This design comes from an exercise in tuning for small area on the open sky130 flow, not from production work. Only simulation tests tie the RTL to the original design; equivalence was not proved. Power is estimated from default activity; no workload was simulated.

==> flow/design.v <==
`timescale 1ns / 1ps
module Delay
#(
    parameter Width = 1,
    parameter Delay = 1
)
(
    input [Width-1:0]Input,
    input CLK_in,
    output [Width-1:0]Output
);
wire [Width-1:0]chain[Delay:0];
assign chain[0] = Input;
assign Output = chain[Delay];
genvar i;
generate
    for(i=0;i<Delay;i=i+1)
    begin
        register #(.Width(Width)) reg_i
        (
            .CLK_in(CLK_in),
            .d(chain[i]),
            .q(chain[i+1])
        );
    end
endgenerate
endmodule
module register
#(
    parameter Width=1
)
(
input CLK_in,
input [Width-1:0]d,
output [Width-1:0]q
);
reg [Width-1:0] val;
always @(posedge CLK_in)
begin
    val<=d;
end
assign q=val;
endmodule
`timescale 1ns / 1ps
module mult_R
(
    input CLK,
    input [7:0] A,
    output [15:0] P
);
reg [7:0] a_q;
reg [15:0] p_q1;
reg [15:0] p_q2;
always @(posedge CLK)
begin
    a_q <= A;
    p_q1 <= a_q * 16'd77;
    p_q2 <= p_q1;
end
assign P = p_q2;
endmodule
`timescale 1ns / 1ps
module mult_G
(
    input CLK,
    input [7:0] A,
    output [15:0] P
);
reg [7:0] a_q;
reg [15:0] p_q1;
reg [15:0] p_q2;
always @(posedge CLK)
begin
    a_q <= A;
    p_q1 <= a_q * 16'd150;
    p_q2 <= p_q1;
end
assign P = p_q2;
endmodule
`timescale 1ns / 1ps
module mult_B
(
    input CLK,
    input [7:0] A,
    output [15:0] P
);
reg [7:0] a_q;
reg [15:0] p_q1;
reg [15:0] p_q2;
always @(posedge CLK)
begin
    a_q <= A;
    p_q1 <= a_q * 16'd29;
    p_q2 <= p_q1;
end
assign P = p_q2;
endmodule
`timescale 1ns / 1ps
module adder_rgb2gray
(
    input [15:0] A,
    input [15:0] B,
    input CLK,
    output [15:0] S
);
reg [15:0] s_q1;
reg [15:0] s_q2;
always @(posedge CLK)
begin
    s_q1 <= A + B;
    s_q2 <= s_q1;
end
assign S = s_q2;
endmodule
`timescale 1ns / 1ps
module Delay_B
(
    input [15:0] Input,
    input CLK_in,
    output [15:0] Output
);
Delay #(.Width(16), .Delay(2)) inst
(
    .Input(Input),
    .CLK_in(CLK_in),
    .Output(Output)
);
endmodule
`timescale 1ns / 1ps
module Delay_RGB2GraySync
(
    input [2:0] Input,
    input CLK_in,
    output [2:0] Output
);
Delay #(.Width(3), .Delay(7)) inst
(
    .Input(Input),
    .CLK_in(CLK_in),
    .Output(Output)
);
endmodule
`timescale 1ns / 1ps
module rgb2gray_uhd_4ppc
(
    input [95:0] VIDEO_IN_tdata,
    input VIDEO_IN_tlast,
    output VIDEO_IN_tready,
    input VIDEO_IN_tuser,
    input VIDEO_IN_tvalid,
    input s_axis_video_aclk,
    output [31:0] VIDEO_OUT_tdata,
    output VIDEO_OUT_tlast,
    input VIDEO_OUT_tready,
    output VIDEO_OUT_tuser,
    output VIDEO_OUT_tvalid
);
wire [31:0] hx, hy;
wire [3:0] c8;
wire [31:0] gray;
reg [31:0] x1, y1;
reg [3:0] c1;
reg [2:0] s1;
reg [34:0] r2, r3, r4, r5, r6, r7;
genvar k;
generate
    for (k = 0; k < 4; k = k + 1)
    begin : px
        wire [7:0] a = VIDEO_IN_tdata[24*k+16+:8];
        wire [7:0] b = VIDEO_IN_tdata[24*k+8+:8];
        wire [7:0] c = VIDEO_IN_tdata[24*k+:8];
        wire hs1;
        wire hc2;
        wire fs3;
        wire fc4;
        wire fs5;
        wire fc6;
        wire hs7;
        wire hc8;
        wire fs9;
        wire fc10;
        wire fs11;
        wire fc12;
        wire hs13;
        wire hc14;
        wire fs15;
        wire fc16;
        wire fs17;
        wire fc18;
        wire fs19;
        wire fc20;
        wire fs21;
        wire fc22;
        wire fs23;
        wire fc24;
        wire fs25;
        wire fc26;
        wire fs27;
        wire fc28;
        wire fs29;
        wire fc30;
        wire hs31;
        wire hc32;
        wire fs33;
        wire fc34;
        wire fs35;
        wire fc36;
        wire fs37;
        wire fc38;
        wire fs39;
        wire fc40;
        wire fs41;
        wire fc42;
        wire fs43;
        wire fc44;
        wire fs45;
        wire fc46;
        wire fs47;
        wire fc48;
        wire fs49;
        wire fc50;
        wire fs51;
        wire fc52;
        wire fs53;
        wire fc54;
        wire fs55;
        wire fc56;
        wire fs57;
        wire fc58;
        wire fs59;
        wire fc60;
        wire fs61;
        wire fc62;
        wire fs63;
        wire fc64;
        wire hs65;
        wire hc66;
        wire fs67;
        wire fc68;
        wire fs69;
        wire fc70;
        wire fs71;
        wire fc72;
        wire fs73;
        wire fc74;
        wire fs75;
        wire fc76;
        wire fs77;
        wire fc78;
        wire fs79;
        wire fc80;
        wire fs81;
        wire fc82;
        wire fs83;
        wire fc84;
        wire fs85;
        wire fc86;
        wire fs87;
        wire fc88;
        wire fs89;
        wire fc90;
        wire fs91;
        wire fc92;
        wire fs93;
        wire fc94;
        wire fs95;
        wire fc96;
        wire fs97;
        wire fc98;
        wire hs99;
        wire hc100;
        wire fs101;
        wire fc102;
        wire fs103;
        wire fc104;
        wire fs105;
        wire fc106;
        wire fs107;
        wire fc108;
        wire fs109;
        wire fc110;
        wire fs111;
        wire fc112;
        wire fs113;
        wire fc114;
        wire fs115;
        wire fc116;
        wire fs117;
        wire fc118;
        wire fs119;
        wire fc120;
        wire hs121;
        wire hc122;
        wire fs123;
        wire fc124;
        wire fs125;
        wire fc126;
        wire fs127;
        wire fc128;
        wire fs129;
        wire fc130;
        wire fs131;
        wire fc132;
        wire fs133;
        wire fc134;
        wire fs135;
        wire fc136;
        wire fs137;
        wire fc138;
        wire fs139;
        wire fc140;
        wire fs141;
        wire fc142;
        wire fs143;
        wire fc144;
        wire fs145;
        wire fc146;
            rg_ha u2 (.a(a[4]), .b(a[2]), .s(hs1), .co(hc2));
            rg_fa u4 (.a(a[5]), .b(a[3]), .c(a[2]), .s(fs3), .co(fc4));
            rg_fa u6 (.a(a[6]), .b(a[4]), .c(a[3]), .s(fs5), .co(fc6));
            rg_ha u8 (.a(a[0]), .b(b[6]), .s(hs7), .co(hc8));
            rg_fa u10 (.a(a[7]), .b(a[5]), .c(a[4]), .s(fs9), .co(fc10));
            rg_fa u12 (.a(a[1]), .b(b[7]), .c(b[5]), .s(fs11), .co(fc12));
            rg_ha u14 (.a(b[4]), .b(b[3]), .s(hs13), .co(hc14));
            rg_fa u16 (.a(a[6]), .b(a[5]), .c(a[2]), .s(fs15), .co(fc16));
            rg_fa u18 (.a(b[6]), .b(b[5]), .c(b[4]), .s(fs17), .co(fc18));
            rg_fa u20 (.a(a[7]), .b(a[6]), .c(a[3]), .s(fs19), .co(fc20));
            rg_fa u22 (.a(a[3]), .b(a[1]), .c(a[0]), .s(fs21), .co(fc22));
            rg_fa u24 (.a(a[1]), .b(b[4]), .c(b[2]), .s(fs23), .co(fc24));
            rg_fa u26 (.a(b[1]), .b(b[0]), .c(c[3]), .s(fs25), .co(fc26));
            rg_fa u28 (.a(b[5]), .b(b[3]), .c(b[2]), .s(fs27), .co(fc28));
            rg_fa u30 (.a(b[1]), .b(c[4]), .c(c[3]), .s(fs29), .co(fc30));
            rg_ha u32 (.a(c[1]), .b(hc2), .s(hs31), .co(hc32));
            rg_fa u34 (.a(b[4]), .b(b[3]), .c(b[2]), .s(fs33), .co(fc34));
            rg_fa u36 (.a(c[5]), .b(c[4]), .c(c[2]), .s(fs35), .co(fc36));
            rg_fa u38 (.a(hs7), .b(fc4), .c(fs5), .s(fs37), .co(fc38));
            rg_fa u40 (.a(c[6]), .b(c[5]), .c(c[3]), .s(fs39), .co(fc40));
            rg_fa u42 (.a(c[0]), .b(hc8), .c(hs13), .s(fs41), .co(fc42));
            rg_fa u44 (.a(fc6), .b(fs9), .c(fs11), .s(fs43), .co(fc44));
            rg_fa u46 (.a(c[7]), .b(c[6]), .c(c[4]), .s(fs45), .co(fc46));
            rg_fa u48 (.a(c[1]), .b(hc14), .c(fc10), .s(fs47), .co(fc48));
            rg_fa u50 (.a(fc12), .b(fs15), .c(fs17), .s(fs49), .co(fc50));
            rg_fa u52 (.a(b[7]), .b(b[6]), .c(b[5]), .s(fs51), .co(fc52));
            rg_fa u54 (.a(c[7]), .b(c[5]), .c(c[2]), .s(fs53), .co(fc54));
            rg_fa u56 (.a(fc16), .b(fc18), .c(fs19), .s(fs55), .co(fc56));
            rg_fa u58 (.a(a[7]), .b(a[4]), .c(b[7]), .s(fs57), .co(fc58));
            rg_fa u60 (.a(b[6]), .b(c[6]), .c(c[3]), .s(fs59), .co(fc60));
            rg_fa u62 (.a(a[2]), .b(a[0]), .c(b[2]), .s(fs61), .co(fc62));
            rg_fa u64 (.a(b[3]), .b(b[1]), .c(b[0]), .s(fs63), .co(fc64));
            rg_ha u66 (.a(c[2]), .b(c[1]), .s(hs65), .co(hc66));
            rg_fa u68 (.a(c[2]), .b(c[0]), .c(hs1), .s(fs67), .co(fc68));
            rg_fa u70 (.a(fc22), .b(fs23), .c(fs25), .s(fs69), .co(fc70));
            rg_fa u72 (.a(fc24), .b(fc26), .c(fs27), .s(fs71), .co(fc72));
            rg_fa u74 (.a(fs29), .b(hs31), .c(fs3), .s(fs73), .co(fc74));
            rg_fa u76 (.a(hc32), .b(fc28), .c(fc30), .s(fs75), .co(fc76));
            rg_fa u78 (.a(fs33), .b(fs35), .c(fs37), .s(fs77), .co(fc78));
            rg_fa u80 (.a(fc34), .b(fc36), .c(fs39), .s(fs79), .co(fc80));
            rg_fa u82 (.a(fs41), .b(fc38), .c(fs43), .s(fs81), .co(fc82));
            rg_fa u84 (.a(fc40), .b(fs45), .c(fc42), .s(fs83), .co(fc84));
            rg_fa u86 (.a(fc44), .b(fs47), .c(fs49), .s(fs85), .co(fc86));
            rg_fa u88 (.a(fc46), .b(fs51), .c(fs53), .s(fs87), .co(fc88));
            rg_fa u90 (.a(fc48), .b(fc50), .c(fs55), .s(fs89), .co(fc90));
            rg_fa u92 (.a(fc52), .b(fc54), .c(fc20), .s(fs91), .co(fc92));
            rg_fa u94 (.a(fs57), .b(fs59), .c(fc56), .s(fs93), .co(fc94));
            rg_fa u96 (.a(a[5]), .b(b[7]), .c(c[7]), .s(fs95), .co(fc96));
            rg_fa u98 (.a(c[4]), .b(fc58), .c(fc60), .s(fs97), .co(fc98));
            rg_ha u100 (.a(b[0]), .b(c[1]), .s(hs99), .co(hc100));
            rg_fa u102 (.a(hs65), .b(fc62), .c(fs63), .s(fs101), .co(fc102));
            rg_fa u104 (.a(hc66), .b(fc64), .c(fs67), .s(fs103), .co(fc104));
            rg_fa u106 (.a(fc68), .b(fc70), .c(fs71), .s(fs105), .co(fc106));
            rg_fa u108 (.a(fc72), .b(fc74), .c(fs75), .s(fs107), .co(fc108));
            rg_fa u110 (.a(fc76), .b(fs79), .c(fc78), .s(fs109), .co(fc110));
            rg_fa u112 (.a(fc80), .b(fs83), .c(fc82), .s(fs111), .co(fc112));
            rg_fa u114 (.a(fs87), .b(fc84), .c(fc86), .s(fs113), .co(fc114));
            rg_fa u116 (.a(fc88), .b(fs91), .c(fc90), .s(fs115), .co(fc116));
            rg_fa u118 (.a(fs95), .b(fc92), .c(fs97), .s(fs117), .co(fc118));
            rg_fa u120 (.a(a[6]), .b(c[5]), .c(fc96), .s(fs119), .co(fc120));
            rg_ha u122 (.a(a[1]), .b(b[1]), .s(hs121), .co(hc122));
            rg_fa u124 (.a(c[0]), .b(hs99), .c(fs61), .s(fs123), .co(fc124));
            rg_fa u126 (.a(hc100), .b(fs21), .c(fs101), .s(fs125), .co(fc126));
            rg_fa u128 (.a(fc102), .b(fs69), .c(fs103), .s(fs127), .co(fc128));
            rg_fa u130 (.a(fs73), .b(fc104), .c(fs105), .s(fs129), .co(fc130));
            rg_fa u132 (.a(fc106), .b(fs107), .c(fs77), .s(fs131), .co(fc132));
            rg_fa u134 (.a(fc108), .b(fs81), .c(fs109), .s(fs133), .co(fc134));
            rg_fa u136 (.a(fs85), .b(fc110), .c(fs111), .s(fs135), .co(fc136));
            rg_fa u138 (.a(fs89), .b(fc112), .c(fs113), .s(fs137), .co(fc138));
            rg_fa u140 (.a(fs93), .b(fc114), .c(fs115), .s(fs139), .co(fc140));
            rg_fa u142 (.a(fc94), .b(fs117), .c(fc116), .s(fs141), .co(fc142));
            rg_fa u144 (.a(fc98), .b(fs119), .c(fc118), .s(fs143), .co(fc144));
            rg_fa u146 (.a(a[7]), .b(c[6]), .c(fc120), .s(fs145), .co(fc146));
        wire [8:0] lc;
        assign lc[0] = 1'b0;
        assign lc[1] = (a[0] & b[0]) | (lc[0] & (a[0] | b[0]));
        assign lc[2] = (c[0] & hs121) | (lc[1] & (c[0] | hs121));
        assign lc[3] = (hc122 & fs123) | (lc[2] & (hc122 | fs123));
        assign lc[4] = (fc124 & fs125) | (lc[3] & (fc124 | fs125));
        assign lc[5] = (fc126 & fs127) | (lc[4] & (fc126 | fs127));
        assign lc[6] = (fc128 & fs129) | (lc[5] & (fc128 | fs129));
        assign lc[7] = (fc130 & fs131) | (lc[6] & (fc130 | fs131));
        assign lc[8] = (fc132 & fs133) | (lc[7] & (fc132 | fs133));
        assign c8[k] = lc[8];
        assign hx[8*k+:8] = {1'b0, c[7], fs145, fs143, fc140, fc138, fc136, fc134};
        assign hy[8*k+:8] = {1'b0, fc146, fc144, fc142, fs141, fs139, fs137, fs135};
        wire [8:0] rc;
        assign rc[0] = c1[k];
        rg_fa f2_0 (.a(x1[8*k+0]), .b(y1[8*k+0]), .c(rc[0]), .s(gray[8*k+0]), .co(rc[1]));
        rg_fa f2_1 (.a(x1[8*k+1]), .b(y1[8*k+1]), .c(rc[1]), .s(gray[8*k+1]), .co(rc[2]));
        rg_fa f2_2 (.a(x1[8*k+2]), .b(y1[8*k+2]), .c(rc[2]), .s(gray[8*k+2]), .co(rc[3]));
        rg_fa f2_3 (.a(x1[8*k+3]), .b(y1[8*k+3]), .c(rc[3]), .s(gray[8*k+3]), .co(rc[4]));
        rg_fa f2_4 (.a(x1[8*k+4]), .b(y1[8*k+4]), .c(rc[4]), .s(gray[8*k+4]), .co(rc[5]));
        rg_fa f2_5 (.a(x1[8*k+5]), .b(y1[8*k+5]), .c(rc[5]), .s(gray[8*k+5]), .co(rc[6]));
        rg_fa f2_6 (.a(x1[8*k+6]), .b(y1[8*k+6]), .c(rc[6]), .s(gray[8*k+6]), .co(rc[7]));
        rg_fa f2_7 (.a(x1[8*k+7]), .b(y1[8*k+7]), .c(rc[7]), .s(gray[8*k+7]), .co(rc[8]));
    end
endgenerate
always @(posedge s_axis_video_aclk)
begin
    x1 <= hx;
    y1 <= hy;
    c1 <= c8;
    s1 <= {VIDEO_IN_tlast, VIDEO_IN_tuser, VIDEO_IN_tvalid};
    r2 <= {s1, gray};
    r3 <= r2;
    r4 <= r3;
    r5 <= r4;
    r6 <= r5;
    r7 <= r6;
end
assign VIDEO_OUT_tdata = r7[31:0];
assign {VIDEO_OUT_tlast, VIDEO_OUT_tuser, VIDEO_OUT_tvalid} = r7[34:32];
assign VIDEO_IN_tready = VIDEO_OUT_tready;
endmodule
module rg_fa (input a, input b, input c, output s, output co);
assign s = a ^ b ^ c;
assign co = (a & b) | (a & c) | (b & c);
endmodule
module rg_ha (input a, input b, output s, output co);
assign s = a ^ b;
assign co = a & b;
endmodule
==> flow/run.sh <==
#!/bin/bash
# synth_recipe.tcl (not shown) runs the flow's synth.tcl, then flattens the netlist and writes it again
# the make line also repeats each setting of config.mk as NAME=value (left out here)
make -C /OpenROAD-flow-scripts/flow DESIGN_CONFIG=/design/flow/config.mk WORK_HOME=/design/flow/orfs CLKGATE_MAP_FILE= SYNTH_SCRIPT=/design/flow/synth_recipe.tcl finish
==> flow/config.mk <==
export PLATFORM = sky130hd
export DESIGN_NAME = rgb2gray_uhd_4ppc
export DESIGN_NICKNAME = rgb2gray_uhd_4ppc
export VERILOG_FILES = /design/flow/design.v
export SDC_FILE = /design/flow/constraint.sdc
export NUM_CORES = 4
export LEC_CHECK = 0
export CAP_MARGIN = 20
export CORE_MARGIN = 2
export CORE_UTILIZATION = 40
export GPL_TIMING_DRIVEN = 0
export SLEW_MARGIN = 20
export SYNTH_HIERARCHICAL = 1
==> flow/constraint.sdc <==
create_clock -name core_clock -period 4.0 [get_ports {s_axis_video_aclk}]
set_input_delay 0.8000 -clock core_clock [delete_from_list [all_inputs] [get_ports {s_axis_video_aclk}]]
set_output_delay 0.8000 -clock core_clock [all_outputs]
set_load 0.01 [all_outputs]
==> impl_metrics.toml, run 1 <==
[outcome]
run_status = "timing/DRC/antenna clean"

[timing]
fin_hold_ws_ns = 0.321
skew_ns = 0.0103
worst_slack_ns = 0.107
finalSetupViolCount = 0
slew_viol_final = 0
final_hold_viol_count = 0
rsz0062_at_grt = "false"
fin_crit_ns = 3.89
setup_tns_ns = 0
fmax_mhz = 257
post-route-period-util_pct = 97.3

[global_route]
grtUsageTotal_pct = 12.6
antenna_found_initial = 0
grt-ovfl-total = 0
grt_max_degree = 16
grt_pass1_vias = 6300
grt_pass1_wl_mm = 31.2

[pwr]
total_power_uw = 10200
p_sw_uw = 2950
cellLeakagePower_uw = 0.00585
p_per_area_nw_per_um2 = 683
swShare_pct = 28.9
p_seq_share_pct = 43.7
combPwrFrac_pct = 32.7
peakVddDrop_v = 0.000377
clockPowerShare_pct = 23.6
p_int_uw = 7250

[setup_path]
endpoint_kind = "register"
critPathArrivalTime_ns = 4.28
critPathLaunchType = "primary input"
critical_path_class = "in2reg"
path_max_fanout = 4
worstPathRequired_ns = 4.38

[yosys]
ys_types = 27
synth_ff_type = "dfxtp_1"
synthCells = 673
synth_edf_count = 0
async_flop_share_pct = 0
netlist_area_sq_um = 12200
yosys_warnings = 7
syn_area_per_cell_sq_um = 18.1
yosysSeqAreaShare_pct = 44.8
ys_ff_latch = 273

[place]
io_buffers = 135
dp_slack_ns = -0.562
finalWeightedCongestion = 0.793
dp_hpwl_mm = 15.7

[final_layout]
fin_nets = 1268
area.growth.synth_to_final_pct = 22.5
diodes = 0
drive_gt1_share_pct = 5.10
postLayoutCoreUtil_pct = 50.1

[clocking]
h-tree-depth = 1
clkLatencyLatePin_ns = 0.51
cts.clk_slew.worst_paths_ns = 0.06
cts_root_buf = "clkbuf_16"
cts.sinks = 273
cts_buffer_depth = 3
numCtsBuffers = 26
cts_setup_buffers = 0
cts_tree = "yes"

[detailed_routing]
via_count = 5549
drcViolationCount = 0
drt-wirelength-per-cell_um = 14.9
drtPass1Iterations = 4
drt-initial-drc-count = 139
wirelength_mm = 18.6
postRouteAntennaNets = 0
post_drt_via_cell_ratio = 4.43

[floorplan]
die_y_um = 179
die_w_um = 179
placementRows = 63
ios = 137
initial_core_util_pct = 40.9
die_area_sq_um = 31900
core_area_sq_um = 29800

[min_path]
hp-class = "reg2reg"

[run]
max-cap-violations = 0
## Yosys cell counts, drive strengths merged (5+ instances only)
cell type | count | area [sq um]
o211ai | 6 | 45.0
o31ai | 6 | 45.0
fa | 296 | 5930
ha | 28 | 350
o21ai | 9 | 45.0
nand2 | 7 | 26.3
nor2 | 8 | 30.0
dfxtp | 273 | 5470
a21oi | 8 | 40.0
a31oi | 5 | 31.3
## per-module statistics from Yosys (local to each module, per instance)
module / cells / times used / flip-flops and latches / area [sq um]
rgb2gray_uhd_4ppc: 349 / 1 / 273 / 5910
rg_fa: 1 / 296 / 0 / 20.0
rg_ha: 1 / 28 / 0 / 12.5
## power groups by stage
stage | Sequential [uW] | Clock (uW) | Combinational, uW
after floorplan | 4530 | 0 | 2120
after global placement | 4520 | 0 | 3360
after detailed placement | 4550 | 0 | 3420
after CTS | 4500 | 2490 | 3440
after global routing | 4600 | 2600 | 3940
final | 4460 | 2410 | 3330
## layer usage
layer	part of all wire [%]	wire, um	global-route usage (%)	vias to the layer above
met5	0	0	0	-
met4	2.0	381	3.05	0
met3	3.6	664	1.79	27
met2	51	9440	21.1	112
met1	44	8150	17.6	2910
li1	-	-	-	2500
## repair_timing
item | in CTS | in global routing
endpoints found under the hold margin | 0 | 0
cloned | 0 | 0
endpoints found under the setup margin | 1 | 1
resized for setup | 2 | 5
hold buffers | 0 | 0
## critical path, stage by stage
cell             delay (ns)
clkdlybuf4s50_1        0.55
fa_1                   0.46
fa_1                   0.52
fa_1                   0.40
fa_1                   0.50
fa_1                   0.42
and2_1                 0.18
a2111oi_1              0.34
nor4_1                 0.10
## per-stage QoR
step	area [sq um]	std cells
after floorplan	12200	680
after global placement	14100	1205
after detailed placement	14100	1205
after CTS	14900	1253
after global routing	14900	1253
final	14900	1253
## cells in the final DEF, fill, tap and decap left out, types with 2 or more instances in the layout
cell type	n
o21ai_0	8
clkbuf_16	27
inv_1	3
clkinvlp_4	2
o211ai_1	6
ha_1	28
nand2_1	7
o22ai_1	3
clkbuf_8	3
nor2_1	8
bufinv_16	2
dlymetal6s2s_1	3
nor3_1	3
clkdlybuf4s50_1	130
inv_6	2
dlygate4sd2_1	2
o221ai_1	3
nand3_1	2
fa_1	296
o31ai_1	6
conb_1	8
clkinv_2	3
clkbuf_1	7
a21oi_1	8
a31oi_1	5
dfxtp_1	273
a22oi_1	3
## sequential cells by signal, indices dropped and copies added (netlist names)
register	cells
x1	28
r4	35
r5	35
s1	3
r2	35
r7	35
r6	35
r3	35
y1	28
c1	4
## layout make-up
class / instances / area, sq um
fillers: 2534 / 14900
multi-input cells: 403 / 6740
flip-flops and latches: 273 / 5470
repair buffers: 135 / 1360
clock buffers: 37 / 743
well taps: 390 / 488
clock inverters: 11 / 128
inverters: 3 / 11.3
plain buffers: 1 / 7.51
## worst paths after layout
check / from / to / slack (ns) / cells after the start
max reg2reg: x1[24] / r2[31] / 0.30 / 8
max: VIDEO_IN_tdata[18] / c1[0] / 0.11 / 9
min: r3[25] / r4[25] / 0.32 / 0
min reg2reg: r3[25] / r4[25] / 0.32 / 0
## kinds of logic after synthesis
kind of cell	synth area share (%)
buffers and inverters	0.154
AOI/OAI and AO/OA	2.66
and+or+nand+nor	0.821
adders and majority gates	51.5
DFF	44.8
other	0.0308
==> run 2, diff against run 1 <==
--- a/flow/config.mk
+++ b/flow/config.mk
@@ -8,6 +8,7 @@
 export CAP_MARGIN = 20
 export CORE_MARGIN = 2
 export CORE_UTILIZATION = 40
+export CTS_BUF_LIST = sky130_fd_sc_hd__clkbuf_4
 export GPL_TIMING_DRIVEN = 0
 export SLEW_MARGIN = 20
 export SYNTH_HIERARCHICAL = 1
==> impl_metrics.toml, run 2 <==
[outcome]
run_status = "timing/DRC/antenna clean"

[place]
finalWeightedCongestion = 0.793
postPlaceCellArea_sq_um = 14100
dp_slack_ns = -0.562
io_buffers = 135
dp_hpwl_mm = 15.7

[pwr]
p_seq_share_pct = 44.8
cellLeakagePower_uw = 0.00588
peakVddDrop_v = 0.000251
p_per_area_nw_per_um2 = 669
p_int_uw = 7050
total_power_uw = 9950
p_sw_uw = 2900
combPwrFrac_pct = 33.2
swShare_pct = 29.1
clockPowerShare_pct = 22.0

[floorplan]
die_y_um = 179
core_area_sq_um = 29800
die_area_sq_um = 31900
placementRows = 63
die_w_um = 179
initial_core_util_pct = 40.9
ios = 137

[timing]
fin_crit_ns = 3.94
finalSetupViolCount = 0
skew_ns = 0.0288
setup_tns_ns = 0
slew_viol_final = 0
post-route-period-util_pct = 98.4
fmax_mhz = 254
worst_slack_ns = 0.0624
rsz0062_at_grt = "false"
final_hold_viol_count = 0

[final_layout]
area.growth.synth_to_final_pct = 22.0
layout_commonest_cell = "fa_1"
multi_input_area_sq_um = 6730
stdcell_area_sq_um = 14900
fin_nets = 1310
drive_gt1_share_pct = 10.6
seqCellArea_sq_um = 5470
fill_cells = 2581
mostFrequentLayoutCells = "fa_1 (296), dfxtp_1 (273), clkdlybuf4s50_1 (135)"

[setup_path]
reg2reg_to = "r2[7]"
timing.reg2reg.setup_slack_ns = 0.36
endpoint_kind = "register"
reg2regPathDepth = 8
critical_path_class = "in2reg"
path_max_fanout = 4
critPathArrivalTime_ns = 4.42
max_stage_delay_ns = 0.66
slowest_stage = "clkdlybuf4s50_1"
path_common_cell = "fa_1"
worstSetupStartpoint = "VIDEO_IN_tdata[19]"
critPathLaunchType = "primary input"
worstPathRequired_ns = 4.48
worstPathCellList = "clkdlybuf4s50_1, fa_1, fa_1, fa_1, fa_1, fa_1, and2_1, a2111oi_0, nor4_1"
r2r-start = "x1[0]"

[yosys]
synth_simple_gate_area_share_pct = 0.821
yosys.area.top_type = "fa_1"
synth_ff_type = "dfxtp_1"
synth_common_cells = "fa_1 (296), dfxtp_1 (273), ha_1 (28)"
yosysSeqAreaShare_pct = 44.8
ys_ff_latch = 273
syn_area_per_cell_sq_um = 18.1
yosys-top-cells-area = "fa_1 (49%), dfxtp_1 (45%), ha_1 (2.9%), o211ai_1 (0.37%), o31ai_1 (0.37%)"
synthCells = 673
synth_edf_count = 0
synth_top_family_by_area = "adder cells"
synthAdderAreaFrac_pct = 51.5
yosysTopAreaCellShare_pct = 48.6
synthMuxAreaShare_pct = 0
synth_compound_area_share_pct = 2.66
netlist_area_sq_um = 12200
yosysMostFrequentCell = "fa_1"
ys_types = 27
yosys_warnings = 7
synth_xor_area_share_pct = 0
async_flop_share_pct = 0

[clocking]
cts_root_buf = "clkbuf_4"
ctsHoldBuffers = 0
cts_tree = "yes"
cts_resized = 0
clkLatencyLatePin_ns = 0.60
h-tree-depth = 3
cts_setup_buffers = 0
numCtsBuffers = 68
cts.sinks = 273
cts_buffer_depth = 3
cts.clk_slew.worst_paths_ns = 0.07

[global_route]
grt-ovfl-total = 0
antenna_found_initial = 1
grtUsageTotal_pct = 13.1
grt_pass1_wl_mm = 32.0
grt_pass1_vias = 6694
grt_max_degree = 11

[detailed_routing]
drt-initial-drc-count = 146
postRouteAntennaNets = 0
via_count = 5782
drtPass1Iterations = 4
wirelength_mm = 18.7
drt-wirelength-per-cell_um = 14.3
post_drt_via_cell_ratio = 4.42
drcViolationCount = 0

[min_path]
hp-class = "reg2reg"
whs_path_depth = 0
hold_start = "r5[24]"
hold_end = "r6[24]"

[run]
max-cap-violations = 0
==> run 2: changes by cell type in the layout (fill, tap and decap cells not counted), sizes merged <==
cell | before | now
diode | 0 | 1
dlymetal6s2s | 3 | 0
bufinv | 2 | 4
dlygate4sd2 | 2 | 0
inv | 6 | 4
clkinv | 4 | 9
clkbuf | 37 | 86
clkdlybuf4s50 | 130 | 135
clkinvlp | 2 | 1
==> run 2: through the flow <==
step,util (%),instances,hold slack (ns)
final,49.9,1307,0.304
after global routing,49.9,1307,0.288
after CTS,49.9,1306,0.291
after detailed placement,47.2,1205,0.312
after global placement,47.2,1205,0.310
after floorplan,-,680,0.310
==> run 2: cell families (layout without fill, tap and decap cells) <==
kind of cell               count (synthesis)  in the layout
adders and majority gates                324            324
other                                      1              9
AOI/OAI and AO/OA                         48             48
and+or+nand+nor                           23             23
DFF                                      273            273
buffers and inverters                      4            240
==> run 2: final cells by class <==
| class | instances | share of cell area, % |
|---|---|---|
| clock buffer | 86 | 4.34 |
| timing repair buffer | 135 | 9.08 |
| buffer | 1 | 0.0505 |
| clock inverter | 15 | 1.16 |
| antenna | 1 | 0.0168 |
| sequential | 273 | 36.7 |
| multi-input combinational | 403 | 45.2 |
| tap | 390 | 3.28 |
| inverter | 3 | 0.0757 |
==> run 2: power by group through the flow <==
stage / clock, uW / combinational, uW / sequential [uW]
CTS: 2320 / 3430 / 4500
global route: 2470 / 3910 / 4600
floorplan: 0 / 2120 / 4530
finish: 2190 / 3300 / 4460
detailed placement: 0 / 3420 / 4550
global placement: 0 / 3360 / 4520
==> run 2: metal layers <==
layer  GRT usage [%]  vias up  share of wire (%)
met2            21.3      128                 52
met4            4.88        0                1.5
met5               0        -                  0
met1            17.2     3019                 43
li1                -     2608                  -
met3            3.01       27                4.0
==> run 2: modules after synthesis, one instance, submodules excluded <==
module	cells inside	flip-flops and latches
rg_fa	1	0
rg_ha	1	0
rgb2gray_uhd_4ppc	349	273
==> run 2: critical path, delay by kind of cell <==
family | cells | cell delay (ns)
simple gates | 2 | 0.27
buf+inv | 1 | 0.66
fa+ha+maj | 5 | 2.30
compound gates | 1 | 0.38
==> run 2: worst max-delay path by stage <==
stage | endpoint | slack [ns]
after global placement | c1[0] | -0.51
final | c1[0] | 0.06
after floorplan | c1[0] | 0.25
after detailed placement | c1[0] | -0.56
after CTS | c1[0] | 0.14
after global routing | c1[0] | 0.02
==> run 3, diff against run 2 <==
--- a/flow/config.mk
+++ b/flow/config.mk
@@ -8,7 +8,5 @@
 export CAP_MARGIN = 20
 export CORE_MARGIN = 2
 export CORE_UTILIZATION = 40
-export CTS_BUF_LIST = sky130_fd_sc_hd__clkbuf_4
-export GPL_TIMING_DRIVEN = 0
 export SLEW_MARGIN = 20
 export SYNTH_HIERARCHICAL = 1
==> impl_metrics.toml, run 3 <==
[timing]
finalSetupViolCount = 0
fin_crit_ns = 3.88
post-route-period-util_pct = 96.9
setup_tns_ns = 0
fmax_mhz = 258
slew_viol_final = 0
rsz0062_at_grt = "false"
final_hold_viol_count = 0
skew_ns = 0.0126

[clocking]
cts.clk_slew.worst_paths_ns = 0.07
cts_tree = "yes"
h-tree-depth = 1
ctsHoldBuffers = 0
clkLatencyLatePin_ns = 0.51
numCtsBuffers = 27
cts_buffer_depth = 3
cts.sinks = 273
cts_root_buf = "clkbuf_16"

[detailed_routing]
drcViolationCount = 0
drt-wirelength-per-cell_um = 14.3
postRouteAntennaNets = 0
drt-initial-drc-count = 164
via_count = 5789
post_drt_via_cell_ratio = 4.30
drtPass1Iterations = 4
wirelength_mm = 19.3

[yosys]
synth_common_cells = "fa_1 (296), dfxtp_1 (273), ha_1 (28)"
yosys-top-cells-area = "fa_1 (49%), dfxtp_1 (45%), ha_1 (2.9%), o211ai_1 (0.37%), o31ai_1 (0.37%)"
yosysSeqAreaShare_pct = 44.8
async_flop_share_pct = 0
yosys_warnings = 7
yosysTopAreaCellShare_pct = 48.6
ys_types = 27
synth_ff_type = "dfxtp_1"
syn_area_per_cell_sq_um = 18.1
synth_edf_count = 0
yosysMostFrequentCell = "fa_1"
ys_ff_latch = 273
netlist_area_sq_um = 12200
yosys.area.top_type = "fa_1"
synthCells = 673

[min_path]
hp-class = "reg2reg"

[final_layout]
area.growth.synth_to_final_pct = 28.9
diodes = 0
stdcell_area_sq_um = 15700
drive_gt1_share_pct = 14.8
fin_nets = 1363
layout_commonest_cell = "fa_1"
mostFrequentLayoutCells = "fa_1 (296), dfxtp_1 (273), clkdlybuf4s50_1 (134)"

[setup_path]
critPathLaunchType = "primary input"
worstPathCellList = "clkdlybuf4s50_1, fa_1, fa_1, fa_1, fa_1, fa_1, and2_1, a2111oi_1, nor4_1"
path_common_cell = "fa_1"
critPathArrivalTime_ns = 4.27
path_max_fanout = 4
max_stage_delay_ns = 0.58
crit_family = "adder cells"
critical_path_class = "in2reg"
path_buf_inv = 1
endpoint_kind = "register"
slowest_stage = "clkdlybuf4s50_1"
worstPathRequired_ns = 4.39

[global_route]
grtUsageTotal_pct = 12.9
antenna_found_initial = 0
grt_max_degree = 16
grt_pass1_wl_mm = 32.2
use_met3_pct = 2.26
grt-busiest-layer = "met2"
use_met1_pct = 17.8
grt_pass1_vias = 6608
grt_use_met2_pct = 21.7
grt-ovfl-total = 0

[place]
postPlaceCellArea_sq_um = 14800
io_buffers = 134
dp_hpwl_mm = 16.8
finalWeightedCongestion = 0.806

[floorplan]
die_y_um = 179
die_w_um = 179
core_area_sq_um = 29800
die_area_sq_um = 31900
ios = 137
initial_core_util_pct = 40.9
placementRows = 63

[pwr]
p_per_area_nw_per_um2 = 665
peakVddDrop_v = 0.000316
cellLeakagePower_uw = 0.00632

[outcome]
run_status = "timing/DRC/antenna clean"

[run]
max-cap-violations = 0
[run 3: changes by cell type in the layout (fill, tap and decap cells not counted), sizes merged]
cell / before / now
clkinv: 9 / 4
buf: 1 / 96
clkdlybuf4s50: 135 / 134
diode: 1 / 0
clkbuf: 86 / 36
inv: 4 / 6
[run 3: final timing paths]
kind	from	endpoint	slack, ns	cells past startpoint
worst max-delay path	VIDEO_IN_tdata[19]	c1[0]	0.12	9
worst min-delay path	r6[27]	r7[27]	0.32	0
worst max register to register	x1[16]	r2[23]	0.34	8
worst min register to register	r6[27]	r7[27]	0.32	0
[run 3: worst register-to-register path, stage by stage, from the launching register on]
cell	delay, ns
dfxtp_1	0.32
fa_1	0.44
fa_1	0.39
fa_1	0.39
fa_1	0.39
fa_1	0.39
fa_1	0.39
fa_1	0.40
fa_1	0.43
[run 3: kinds of logic after synthesis]
kind of cell	Yosys count	share of synthesized area [%]
AOI/OAI and AO/OA	48	2.66
adders and majority gates	324	51.5
buffers and inverters	4	0.154
DFF	273	44.8
other	1	0.0308
and+or+nand+nor	23	0.821
[run 3: cell type report]
class                           count  area [sq um]
Multi-Input combinational cell    403          6740
Fill cell                        2517         14100
Sequential cell                   273          5470
Tap cell                          390           488
Clock inverter                     12           183
Inverter                            3          11.3
Clock buffer                       36           759
Timing Repair Buffer              230          2060
[run 3: routing by layer]
metal  part of all wire, %  vias up
met1                    44     2958
met5                     0        -
met3                   3.9       29
li1                      -     2700
met2                    50      102
met4                   1.8        0
[run 3: timing repair]
action,CTS,global route
resized for setup,0,2
setup buffers,0,0
endpoints found under the setup margin,0,1
[run 3: metrics by stage]
step | hold WS (ns) | total power [uW] | setup slack (ns) | cells | utilization [%]
2_1_floorplan | 0.310 | 6650 | 0.251 | 680 | -
4_1_cts | 0.321 | 10700 | 0.125 | 1347 | 52.7
3_3_place_gp | 0.310 | 7940 | -0.416 | 1299 | 49.5
5_1_grt | 0.326 | 11400 | 0.0299 | 1347 | 52.7
3_5_place_dp | 0.312 | 8030 | -0.431 | 1299 | 49.5
6_report | 0.318 | 10400 | 0.123 | 1347 | 52.7
[run 3: report_power, final]
group / leakage, uW / switching (uW) / internal (uW)
clock: 0.000463 / 996 / 1600
sequential: 0.00230 / 349 / 4100
combinational: 0.00355 / 1610 / 1780
total: 0.00632 / 2960 / 7490
[run 3: modules after synthesis, one instance, submodules excluded]
module / cells / times used
rg_ha: 1 / 28
rgb2gray_uhd_4ppc: 349 / 1
rg_fa: 1 / 296
==> run 4, diff against run 3 <==
--- a/flow/config.mk
+++ b/flow/config.mk
@@ -8,5 +8,9 @@
 export CAP_MARGIN = 20
 export CORE_MARGIN = 2
 export CORE_UTILIZATION = 40
+export CTS_BUF_LIST = sky130_fd_sc_hd__clkbuf_8
+export CTS_CLUSTER_DIAMETER = 50
+export CTS_CLUSTER_SIZE = 15
+export GPL_TIMING_DRIVEN = 0
 export SLEW_MARGIN = 20
 export SYNTH_HIERARCHICAL = 1
==> impl_metrics.toml, run 4 <==
[detailed_routing]
via_count = 5496
drt-wirelength-per-cell_um = 14.8
drtPass1Iterations = 4
post_drt_via_cell_ratio = 4.43
drcViolationCount = 0
postRouteAntennaNets = 0
drt-initial-drc-count = 175
wirelength_mm = 18.4

[setup_path]
critPathLaunchType = "primary input"
worstPathRequired_ns = 4.40
path_max_fanout = 4
critical_path_class = "in2reg"
endpoint_kind = "register"
critPathArrivalTime_ns = 4.30

[yosys]
yosys_warnings = 7
yosysTopAreaCellShare_pct = 48.6
synthCells = 673
synth_common_cells = "fa_1 (296), dfxtp_1 (273), ha_1 (28)"
netlist_area_sq_um = 12200
yosysMostFrequentCell = "fa_1"
synth_ff_type = "dfxtp_1"
async_flop_share_pct = 0
yosys-top-cells-area = "fa_1 (49%), dfxtp_1 (45%), ha_1 (2.9%), o211ai_1 (0.37%), o31ai_1 (0.37%)"
ys_types = 27
synth_edf_count = 0
yosysSeqAreaShare_pct = 44.8
yosys.area.top_type = "fa_1"
syn_area_per_cell_sq_um = 18.1
ys_ff_latch = 273

[final_layout]
mostFrequentLayoutCells = "fa_1 (296), dfxtp_1 (273), clkdlybuf4s50_1 (131)"
postLayoutCoreUtil_pct = 48.8
fin_nets = 1268
layout_commonest_cell = "fa_1"
diodes = 0
drive_gt1_share_pct = 4.23
area.growth.synth_to_final_pct = 19.2

[outcome]
run_status = "timing/DRC/antenna clean"

[pwr]
peakVddDrop_v = 0.000314
clockPowerShare_pct = 16.5
total_power_uw = 9280
p_sw_uw = 2840
p_seq_share_pct = 48.0
combPwrFrac_pct = 35.6
swShare_pct = 30.6
p_per_area_nw_per_um2 = 639
p_int_uw = 6440
cellLeakagePower_uw = 0.00568

[global_route]
grtUsageTotal_pct = 12.6
grt_pass1_wl_mm = 31.1
antenna_found_initial = 0
grt_pass1_vias = 6256
grt-ovfl-total = 0
grt_max_degree = 16

[run]
max-cap-violations = 0

[floorplan]
die_area_sq_um = 31900
die_y_um = 179
core_area_sq_um = 29800
die_w_um = 179
placementRows = 63
ios = 137
initial_core_util_pct = 40.9

[timing]
rsz0062_at_grt = "false"
skew_ns = 0.0220
setup_tns_ns = 0
slew_viol_final = 0
fmax_mhz = 256
finalSetupViolCount = 0
final_hold_viol_count = 0
post-route-period-util_pct = 97.5
fin_crit_ns = 3.90

[clocking]
cts_tree = "yes"
clkLatencyLatePin_ns = 0.53
h-tree-depth = 1
numCtsBuffers = 26
cts_root_buf = "clkbuf_8"
cts_buffer_depth = 3
cts.sinks = 273
cts.clk_slew.worst_paths_ns = 0.08
ctsHoldBuffers = 0

[place]
finalWeightedCongestion = 0.793
io_buffers = 135
dp_hpwl_mm = 15.7

[min_path]
hp-class = "reg2reg"
## run 4: cell counts after synthesis
No cell type changed its count.
## run 4: metrics by stage
| step | area [sq um] | setup WS (ns) | hold slack [ns] | cells |
|---|---|---|---|---|
| finish | 14500 | 0.0987 | 0.324 | 1242 |
| global route | 14500 | 0.0363 | 0.321 | 1242 |
| CTS | 14500 | 0.0117 | 0.324 | 1242 |
| detailed placement | 14100 | -0.562 | 0.312 | 1205 |
| global placement | 14100 | -0.510 | 0.310 | 1205 |
| floorplan | 12200 | 0.251 | 0.310 | 680 |
## run 4: kinds of logic (layout without fill, tap and decap cells)
group                      count (synthesis)  after routing  synth area share [%]
AOI/OAI and AO/OA                         48             48                  2.66
DFF                                      273            273                  44.8
other                                      1              8                0.0308
adders and majority gates                324            324                  51.5
and+or+nand+nor                           23             23                 0.821
buffers and inverters                      4            176                 0.154
## run 4: layout make-up
type / instances / area (sq um)
Clock inverter: 10 / 98.8
Tap cell: 390 / 488
Sequential cell: 273 / 5470
Timing Repair Buffer: 135 / 1360
Buffer: 1 / 7.51
Multi-Input combinational cell: 403 / 6730
Fill cell: 2573 / 15300
Clock buffer: 27 / 372
Inverter: 3 / 11.3
## run 4: Yosys stat by module (local to each module, per instance)
module             area (sq um)  copies in the design  cells
rg_ha                      12.5                    28      1
rg_fa                      20.0                   296      1
rgb2gray_uhd_4ppc          5910                     1    349
## run 4: worst max-delay path, cell delays in order
cell             delay [ns]
clkdlybuf4s50_1        0.55
fa_1                   0.45
fa_1                   0.52
fa_1                   0.40
fa_1                   0.50
fa_1                   0.42
and2_1                 0.17
a2111oi_0              0.38
nor4_1                 0.10
## run 4: worst paths after layout
path / cells after the start / from / end / slack, ns
min: 0 / r2[1] / r3[1] / 0.32
max: 9 / VIDEO_IN_tdata[18] / c1[0] / 0.1
min reg2reg: 0 / r2[1] / r3[1] / 0.32
max reg2reg: 8 / x1[24] / r2[31] / 0.31
## run 4: routing by layer
layer | up-vias | part of all wire, % | GRT usage (%)
li1 | 2483 | - | -
met1 | 2887 | 44 | 17.6
met2 | 101 | 50 | 20.8
met3 | 25 | 3.7 | 1.90
met4 | 0 | 1.8 | 2.71
met5 | - | 0 | 0
## run 4: power groups by stage
stage / Sequential [uW] / Combinational [uW] / Clock, uW
global placement: 4520 / 3360 / 0
CTS: 4490 / 3430 / 1620
global route: 4590 / 3910 / 1730
finish: 4450 / 3300 / 1530
floorplan: 4530 / 2120 / 0
detailed placement: 4550 / 3420 / 0
## run 4: timing repair
| action | CTS | global route |
|---|---|---|
| endpoints found under the hold margin | 0 | 0 |
| resized for setup | 0 | 4 |
| setup endpoints to repair | 0 | 1 |
| buffers inserted | 0 | 0 |
==> run 5, diff against run 4 <==
--- a/flow/config.mk
+++ b/flow/config.mk
@@ -8,9 +8,9 @@
 export CAP_MARGIN = 20
 export CORE_MARGIN = 2
 export CORE_UTILIZATION = 40
-export CTS_BUF_LIST = sky130_fd_sc_hd__clkbuf_8
-export CTS_CLUSTER_DIAMETER = 50
-export CTS_CLUSTER_SIZE = 15
+export CTS_BUF_LIST = sky130_fd_sc_hd__clkbuf_16
+export CTS_CLUSTER_DIAMETER = 80
+export CTS_CLUSTER_SIZE = 25
 export GPL_TIMING_DRIVEN = 0
 export SLEW_MARGIN = 20
 export SYNTH_HIERARCHICAL = 1
==> impl_metrics.toml, run 5 <==
[outcome]
run_status = "timing/DRC/antenna clean"

[global_route]
grt_max_degree = 26
grt_pass1_wl_mm = 31.0
grt_pass1_vias = 6174
grtUsageTotal_pct = 12.6
grt-ovfl-total = 0
antenna_found_initial = 0

[clocking]
h-tree-depth = 1
ctsHoldBuffers = 0
cts_setup_buffers = 0
numCtsBuffers = 15
cts_buffer_depth = 3
cts_tree = "yes"
cts.clk_slew.worst_paths_ns = 0.09
cts_root_buf = "clkbuf_16"
cts_resized = 4
clkLatencyLatePin_ns = 0.47
cts.sinks = 273

[setup_path]
critPathLaunchType = "primary input"
worstPathRequired_ns = 4.34
reg2regPathDepth = 8
worstSetupStartpoint = "VIDEO_IN_tdata[17]"
critical_path_class = "in2reg"
crit_path_end = "c1[0]"
critPathArrivalTime_ns = 4.21
reg2reg_to = "r2[31]"
path_max_fanout = 4
r2r-start = "x1[24]"
endpoint_kind = "register"
timing.reg2reg.setup_slack_ns = 0.31

[yosys]
ys_types = 27
synth_edf_count = 0
yosysTopAreaCellShare_pct = 48.6
syn_area_per_cell_sq_um = 18.1
synthCells = 673
yosysMostFrequentCell = "fa_1"
yosys-top-cells-area = "fa_1 (49%), dfxtp_1 (45%), ha_1 (2.9%), o211ai_1 (0.37%), o31ai_1 (0.37%)"
yosys.area.top_type = "fa_1"
ys_ff_latch = 273
yosysSeqAreaShare_pct = 44.8
async_flop_share_pct = 0
synth_common_cells = "fa_1 (296), dfxtp_1 (273), ha_1 (28)"
synth_ff_type = "dfxtp_1"
yosys_warnings = 7
netlist_area_sq_um = 12200

[final_layout]
drive_gt1_share_pct = 2.40
area.growth.synth_to_final_pct = 18.7
stdcell_count = 1223
mostFrequentLayoutCells = "fa_1 (296), dfxtp_1 (273), clkdlybuf4s50_1 (128)"
layout_commonest_cell = "fa_1"
diodes = 0
fin_nets = 1257

[detailed_routing]
drcViolationCount = 0
via_count = 5473
drtPass1Iterations = 4
wirelength_mm = 18.4
drt-initial-drc-count = 176
post_drt_via_cell_ratio = 4.48
drt-wirelength-per-cell_um = 15.0
postRouteAntennaNets = 0

[place]
io_buffers = 135
dp_hpwl_mm = 15.7
finalWeightedCongestion = 0.793
dp.cells = 1205

[run]
max-cap-violations = 0

[pwr]
p_per_area_nw_per_um2 = 640
cellLeakagePower_uw = 0.00563
peakVddDrop_v = 0.000372
p_seq_share_pct = 48.1
p_sw_uw = 2770
p_int_uw = 6490
swShare_pct = 29.9
combPwrFrac_pct = 35.7
clockPowerShare_pct = 16.2

[timing]
post-route-period-util_pct = 96.8
fin_hold_ws_ns = 0.323
final_hold_viol_count = 0
finalSetupViolCount = 0
rsz0062_at_grt = "false"
slew_viol_final = 0
skew_ns = 0.0119
fin_crit_ns = 3.87
fmax_mhz = 258
setup_tns_ns = 0

[floorplan]
core_area_sq_um = 29800
die_y_um = 179
die_w_um = 179
ios = 137
initial_core_util_pct = 40.9
die_area_sq_um = 31900
placementRows = 63

[min_path]
hp-class = "reg2reg"
hold_start = "r4[30]"
-- run 5: kinds of logic after synthesis --
group	share of synthesized area, %
buffers and inverters	0.154
adders and majority gates	51.5
other	0.0308
DFF	44.8
AOI/OAI and AO/OA	2.66
and+or+nand+nor	0.821
-- run 5: per-module statistics from Yosys, one instance, submodules excluded --
module | cells | copies in the design | flops+latches | area (sq um)
rgb2gray_uhd_4ppc | 349 | 1 | 273 | 5910
rg_ha | 1 | 28 | 0 | 12.5
rg_fa | 1 | 296 | 0 | 20.0
-- run 5: area by class of cell --
class                   instances  area [sq um]
clock buffers                  15           375
well taps                     390           488
multi-input cells             403          6730
clock inverters                 3          30.0
fillers                      2569         15300
flip-flops and latches        273          5470
inverters                       3          11.3
repair buffers                135          1350
plain buffers                   1          7.51
-- run 5: worst min-delay path by stage --
| stage | to | cells past startpoint |
|---|---|---|
| 6_report | r5[30] | 0 |
| 5_1_grt | r5[30] | 0 |
| 3_5_place_dp | r3[14] | 0 |
| 2_1_floorplan | r2[32] | 0 |
| 3_3_place_gp | r5[1] | 0 |
| 4_1_cts | r7[29] | 0 |
-- run 5: worst max-delay path, cell delays in order --
cell	delay [ns]
clkdlybuf4s50_1	0.58
fa_1	0.52
fa_1	0.57
fa_1	0.43
fa_1	0.46
o22ai_1	0.26
a211oi_2	0.08
a2111oi_1	0.41
nor4_1	0.10
-- run 5: routing by layer --
| layer | wire length, um | up-vias | track usage, % | share of wire (%) |
|---|---|---|---|---|
| met3 | 609 | 18 | 1.49 | 3.3 |
| met4 | 303 | 0 | 2.54 | 1.6 |
| met5 | 0 | - | 0 | 0 |
| met2 | 9310 | 98 | 21.0 | 51 |
| li1 | - | 2455 | - | - |
| met1 | 8170 | 2902 | 17.8 | 44 |
-- run 5: through the flow --
stage	utilization, %	area, sq um	setup slack (ns)	power (uW)
floorplan	-	12200	0.251	6650
global placement	47.2	14100	-0.510	7880
detailed placement	47.2	14100	-0.562	7970
CTS	48.5	14500	0.0624	9500
global route	48.5	14500	0.00202	10200
finish	48.5	14500	0.129	9260
-- run 5: power by group through the flow --
stage | Clock [uW] | Sequential (uW) | Combinational (uW)
final | 1500 | 4450 | 3310
after global routing | 1680 | 4600 | 3920
after CTS | 1580 | 4490 | 3430
after detailed placement | 0 | 4550 | 3420
after global placement | 0 | 4520 | 3360
after floorplan | 0 | 4530 | 2120
==> run 6, diff against run 5 <==
==> flow/flow/run.sh (new file) <==
#!/bin/bash
# Standard layout, with plain buf_1 cells as the port buffers.
set -euo pipefail
export BUFFER_PORTS_ARGS="-buffer_cell sky130_fd_sc_hd__buf_1"
bash standard.sh > standard.log 2>&1
==> flow/standard.sh (new file) <==
#!/bin/bash
# synth_recipe.tcl (not shown) runs the flow's synth.tcl, then flattens the netlist and writes it again
# the make line also repeats each setting of config.mk as NAME=value (left out here)
make -C /OpenROAD-flow-scripts/flow DESIGN_CONFIG=/design/flow/config.mk WORK_HOME=/design/flow/orfs CLKGATE_MAP_FILE= SYNTH_SCRIPT=/design/flow/synth_recipe.tcl "${@:-finish}"
removed: flow/run.sh
==> impl_metrics.toml, run 6 <==
[outcome]
run_status = "timing/DRC/antenna clean"

[timing]
finalSetupViolCount = 0
fmax_mhz = 273
setup_tns_ns = 0
fin_crit_ns = 3.66
final_hold_viol_count = 0
slew_viol_final = 0
skew_ns = 0.0107
post-route-period-util_pct = 91.5
rsz0062_at_grt = "false"

[setup_path]
critical_path_class = "in2reg"
path_max_fanout = 4
critPathArrivalTime_ns = 4.02
max_stage_delay_ns = 0.52
worstPathCellList = "buf_1, fa_1, fa_1, fa_1, fa_1, fa_1, and2_1, a2111oi_0, nor4_1"
path_buf_inv = 1
worstPathRequired_ns = 4.36
slowest_stage = "fa_1"
endpoint_kind = "register"
critPathLaunchType = "primary input"
crit_family = "adder cells"
path_common_cell = "fa_1"

[floorplan]
die_w_um = 179
ios = 137
core_area_sq_um = 29800
initial_core_util_pct = 40.9
placementRows = 63
die_area_sq_um = 31900
die_y_um = 179

[yosys]
yosysMostFrequentCell = "fa_1"
syn_area_per_cell_sq_um = 18.1
async_flop_share_pct = 0
ys_ff_latch = 273
yosys_warnings = 7
synth_edf_count = 0
synth_ff_type = "dfxtp_1"
synthCells = 673
yosysTopAreaCellShare_pct = 48.6
yosysSeqAreaShare_pct = 44.8
yosys.area.top_type = "fa_1"
ys_types = 27
synth_common_cells = "fa_1 (296), dfxtp_1 (273), ha_1 (28)"
netlist_area_sq_um = 12200
yosys-top-cells-area = "fa_1 (49%), dfxtp_1 (45%), ha_1 (2.9%), o211ai_1 (0.37%), o31ai_1 (0.37%)"

[final_layout]
drive_gt1_share_pct = 3.21
area.growth.synth_to_final_pct = 12.7
mostFrequentLayoutCells = "fa_1 (296), dfxtp_1 (273), buf_1 (135)"
fin_nets = 1259
layout_commonest_cell = "fa_1"
diodes = 0
fill_cells = 2663
stdcell_count = 1231

[clocking]
clkLatencyLatePin_ns = 0.48
cts_buffer_depth = 3
numCtsBuffers = 17
cts_tree = "yes"
h-tree-depth = 1
cts_setup_buffers = 0
ctsHoldBuffers = 0
cts_root_buf = "clkbuf_16"
cts.clk_slew.worst_paths_ns = 0.09
cts_resized = 0
cts.sinks = 273

[detailed_routing]
drt-initial-drc-count = 177
drtPass1Iterations = 4
wirelength_mm = 17.9
post_drt_via_cell_ratio = 4.42
drcViolationCount = 0
postRouteAntennaNets = 0
via_count = 5447
drt-wirelength-per-cell_um = 14.6

[place]
dp.cells = 1205
dp_hpwl_mm = 15.3
io_buffers = 135
finalWeightedCongestion = 0.815

[global_route]
grt_max_degree = 26
grt-ovfl-total = 0
grtUsageTotal_pct = 12.2
grt_pass1_wl_mm = 30.4
antenna_found_initial = 1
grt_pass1_vias = 6274

[pwr]
cellLeakagePower_uw = 0.00529
peakVddDrop_v = 0.000257
p_per_area_nw_per_um2 = 671

[run]
max-cap-violations = 0

[min_path]
hp-class = "reg2reg"
-- run 6: changes by cell type in the layout (fill, tap and decap cells not counted), sizes merged, moves of 2 or more --
| cell | before | now |
|---|---|---|
| buf | 1 | 136 |
| clkdlybuf4s50 | 128 | 0 |
| dlygate4sd2 | 4 | 0 |
| inv | 5 | 9 |
| dlymetal6s2s | 3 | 0 |
| clkbuf | 15 | 17 |
-- run 6: power by group --
group | total (uW) | internal (uW) | switching, uW
registers | 4450 | 4090 | 353
logic | 3030 | 1430 | 1600
clock network | 1740 | 821 | 916
-- run 6: logic make-up after synthesis --
family | synth area share (%)
buffers and inverters | 0.154
AO/OA/AOI/OAI | 2.66
flip-flops | 44.8
other | 0.0308
AND/OR/NAND/NOR | 0.821
adder cells (fa/ha/maj) | 51.5
-- run 6: metrics by stage --
stage	hold WS (ns)	utilization, %	total power (uW)	cell area (sq um)	worst slack [ns]
global placement	0.310	44.3	7600	13200	-0.136
detailed placement	0.312	44.3	7690	13200	-0.189
floorplan	0.310	-	6650	12200	0.251
finish	0.323	46.1	9220	13700	0.339
CTS	0.325	46.1	9470	13700	0.274
global route	0.330	46.1	10100	13700	0.106
-- run 6: worst paths after layout --
path	from	slack, ns	end	depth (start not counted)
worst max-delay path	VIDEO_IN_tdata[20]	0.34	c1[0]	9
worst min-delay path	r6[9]	0.32	r7[9]	0
worst max register to register	x1[8]	0.34	r2[15]	8
worst min register to register	r6[9]	0.32	r7[9]	0
-- run 6: layout make-up --
type	instances	area, sq um	share of cell area, %
well taps	390	488	3.55
flip-flops and latches	273	5470	39.8
plain buffers	1	7.51	0.0546
multi-input cells	403	6730	49.0
clock inverters	9	106	0.774
clock buffers	17	425	3.10
inverters	3	11.3	0.0820
repair buffers	135	507	3.69
-- run 6: modules after synthesis (local to each module, per instance) --
module,area (sq um),copies in the design
rg_ha,12.5,28
rgb2gray_uhd_4ppc,5910,1
rg_fa,20.0,296
-- run 6: worst reg2reg max path, stage by stage (launching register included) --
cell and delay, ns:
dfxtp_1 0.32, fa_1 0.43, fa_1 0.40, fa_1 0.39
fa_1 0.38, fa_1 0.39, fa_1 0.40, fa_1 0.40
fa_1 0.45
-- run 6: routing by layer --
metal / part of all wire [%] / up-vias / track usage (%)
li1: - / 2472 / -
met5: 0 / - / 0
met3: 3.7 / 19 / 1.85
met4: 2.1 / 0 / 2.95
met2: 51 / 103 / 20.6
met1: 44 / 2853 / 16.6
==> run 7, diff against run 6 <==
--- a/flow/design.v
+++ b/flow/design.v
@@ -410,7 +410,7 @@
         rg_fa f2_4 (.a(x1[8*k+4]), .b(y1[8*k+4]), .c(rc[4]), .s(gray[8*k+4]), .co(rc[5]));
         rg_fa f2_5 (.a(x1[8*k+5]), .b(y1[8*k+5]), .c(rc[5]), .s(gray[8*k+5]), .co(rc[6]));
         rg_fa f2_6 (.a(x1[8*k+6]), .b(y1[8*k+6]), .c(rc[6]), .s(gray[8*k+6]), .co(rc[7]));
-        rg_fa f2_7 (.a(x1[8*k+7]), .b(y1[8*k+7]), .c(rc[7]), .s(gray[8*k+7]), .co(rc[8]));
+        assign gray[8*k+7] = rc[7];
     end
 endgenerate
 always @(posedge s_axis_video_aclk)
==> impl_metrics.toml, run 7 <==
[timing]
fmax_mhz = 273
max_slew_margin_pct = 70.9
skew_ns = 0.0179
fin_crit_ns = 3.66
fin_hold_ws_ns = 0.323
worst_pin_slew_ns = 0.436
post-route-period-util_pct = 91.6
final_hold_viol_count = 0
finalSetupViolCount = 0
rsz0062_at_grt = "false"
slew_viol_final = 0

[outcome]
run_status = "timing/DRC/antenna clean"

[global_route]
use_met3_pct = 2.76
antenna_found_initial = 1
grt_pass1_vias = 6102
grt_use_met2_pct = 20.8
grt-busiest-layer = "met2"
use_met1_pct = 16.8
grt_pass1_wl_mm = 30.6
grt_max_degree = 26
grt-ovfl-total = 0
grtUsageTotal_pct = 12.4

[yosys]
synth_compound_area_share_pct = 2.68
synth_simple_gate_area_share_pct = 0.827
synthMuxAreaShare_pct = 0
synth_ff_type = "dfxtp_1"
yosys_warnings = 7
yosysMostFrequentCell = "fa_1"
synth_edf_count = 0
synthCells = 668
yosysSeqAreaShare_pct = 45.2
synth_xor_area_share_pct = 0
yosys-top-cells-area = "fa_1 (48%), dfxtp_1 (45%), ha_1 (2.9%), o211ai_1 (0.37%), o31ai_1 (0.37%)"
yosys.area.top_type = "fa_1"
async_flop_share_pct = 0
ys_ff_latch = 273
yosysTopAreaCellShare_pct = 48.3
syn_area_per_cell_sq_um = 18.1
netlist_area_sq_um = 12100
ys_types = 26
synth_common_cells = "fa_1 (292), dfxtp_1 (273), ha_1 (28)"
synth_top_family_by_area = "adder cells"
synthAdderAreaFrac_pct = 51.2

[pwr]
peakVddDrop_v = 0.000368
cellLeakagePower_uw = 0.00518
p_per_area_nw_per_um2 = 665

[final_layout]
drive_gt1_share_pct = 2.43
postLayoutCoreUtil_pct = 45.5
layout_commonest_cell = "fa_1"
diodes = 0
fill_cells = 2648
mostFrequentLayoutCells = "fa_1 (292), dfxtp_1 (273), buf_1 (135)"
area.growth.synth_to_final_pct = 11.7
stdcell_count = 1213
fin_nets = 1241

[setup_path]
critPathLaunchType = "primary input"
path_max_fanout = 4
timing.reg2reg.setup_slack_ns = 0.71
endpoint_kind = "register"
worstPathRequired_ns = 4.36
critPathArrivalTime_ns = 4.03
critical_path_class = "in2reg"

[place]
dp.cells = 1193
io_buffers = 135
finalWeightedCongestion = 0.768
dp_hpwl_mm = 15.6

[detailed_routing]
post_drt_via_cell_ratio = 4.52
postRouteAntennaNets = 0
wirelength_mm = 18.2
drcViolationCount = 0
drt-initial-drc-count = 187
drt-wirelength-per-cell_um = 15.0
via_count = 5486
drtPass1Iterations = 4

[floorplan]
core_area_sq_um = 29700
die_w_um = 178
die_y_um = 178
die_area_sq_um = 31700
initial_core_util_pct = 40.7
ios = 137
placementRows = 63

[clocking]
clkLatencyLatePin_ns = 0.49
numCtsBuffers = 15
h-tree-depth = 1
cts.sinks = 273
cts_tree = "yes"
cts_setup_buffers = 0
cts_root_buf = "clkbuf_16"
cts_resized = 0
ctsHoldBuffers = 0
cts_buffer_depth = 3
cts.clk_slew.worst_paths_ns = 0.09

[run]
max-cap-violations = 0

[min_path]
hp-class = "reg2reg"
==> run 7: Yosys stat by module, one instance, submodules excluded <==
module | cells inside | cell area [sq um]
rg_ha | 1 | 12.5
rg_fa | 1 | 20.0
rgb2gray_uhd_4ppc | 348 | 5910
==> run 7: cell families (layout without fill, tap and decap cells) <==
group	after synthesis	count (layout)
AOI/OAI and AO/OA	48	48
adders and majority gates	320	320
DFF	273	273
buffers and inverters	4	159
and+or+nand+nor	23	23
==> run 7: metrics by stage <==
| step | total power (uW) | setup slack (ns) | area, sq um | setup TNS (ns) |
|---|---|---|---|---|
| final | 8990 | 0.337 | 13500 | 0 |
| after global routing | 9930 | 0.238 | 13500 | 0 |
| after CTS | 9240 | 0.343 | 13500 | 0 |
| after detailed placement | 7660 | -0.191 | 13100 | -0.191 |
| after global placement | 7590 | -0.140 | 13100 | -0.140 |
| after floorplan | 6610 | 0.251 | 12100 | 0 |
==> run 7: layer usage <==
metal / part of all wire [%] / vias up
met4: 1.6 / 2
met3: 5.3 / 27
met2: 50 / 101
li1: - / 2443
met5: 0.044 / -
met1: 43 / 2913
==> run 7: final timing paths <==
check | from | endpoint | cells past startpoint
max | VIDEO_IN_tdata[19] | c1[0] | 9
min | r4[16] | r5[16] | 0
max reg2reg | x1[0] | r2[6] | 7
min reg2reg | r4[16] | r5[16] | 0
==> run 7: cell type report <==
cell class | instances | area [sq um] | area share [%]
inverter | 3 | 11.3 | 0.0833
tap | 390 | 488 | 3.61
sequential | 273 | 5470 | 40.4
clock inverter | 5 | 41.3 | 0.305
timing repair buffer | 135 | 507 | 3.75
multi-input combinational | 391 | 6620 | 49.0
buffer | 1 | 7.51 | 0.0555
clock buffer | 15 | 375 | 2.78
==> run 7: critical path, cell delays in order <==
cell	delay, ns
buf_1	0.30
fa_1	0.50
fa_1	0.48
fa_1	0.39
fa_1	0.51
fa_1	0.42
and2_1	0.18
a2111oi_0	0.35
nor4_1	0.09
==> run 7: report_power, final <==
| group | leakage (uW) | total, uW | internal, uW | switching (uW) |
|---|---|---|---|---|
| Clock | 0.000204 | 1520 | 698 | 823 |
| Sequential | 0.00230 | 4430 | 4080 | 356 |
| Combinational | 0.00267 | 3040 | 1430 | 1610 |
| Total | 0.00518 | 8990 | 6200 | 2790 |

## separate check: timing with driven ports
The results above use ideal ports. As a check the final layouts listed here were re-extracted and re-timed, cells and wires unchanged.
Step 1 (the two cells are an assumption about what drives the block):
set clk [get_ports {s_axis_video_aclk}]
set_driving_cell -lib_cell sky130_fd_sc_hd__clkbuf_16 $clk
set_driving_cell -lib_cell sky130_fd_sc_hd__buf_2 [delete_from_list [all_inputs] $clk]
Step 2 times the ports against the registers' clock, not the clock port: input delays grow and output delays shrink by t, the midpoint of the rising clock arrivals with the driver on.
a / b / c = ideal ports / drivers / drivers and shift; a / b = the first two.
run | t, ns | slack for setup (ns) | hold slack, ns
run 1 | 0.546 | 0.107 / 0.121 / -0.425 | 0.321 / 0.321 / 0.321
run 2 | 0.629 | 0.062 / 0.077 / -0.551 | 0.304 / 0.304 / 0.304
run 3 | 0.545 | 0.123 / 0.139 / -0.406 | 0.318 / 0.318 / 0.318
run 4 | 0.558 | 0.099 / 0.109 / -0.449 | 0.324 / 0.324 / 0.324
run 5 | 0.504 | 0.129 / 0.149 / -0.355 | 0.323 / 0.323 / 0.323
run 6 | 0.520 | 0.339 / 0.340 / -0.160 | 0.323 / 0.323 / 0.323
run 7 | 0.516 | 0.337 / 0.354 / -0.162 | 0.323 / 0.323 / 0.323
With both steps, setup timing fails in every run listed, where it was met with ideal ports. The setup slack of run 2, which loses most, moves by +0.015 ns with the drivers and by -0.613 ns with both steps.
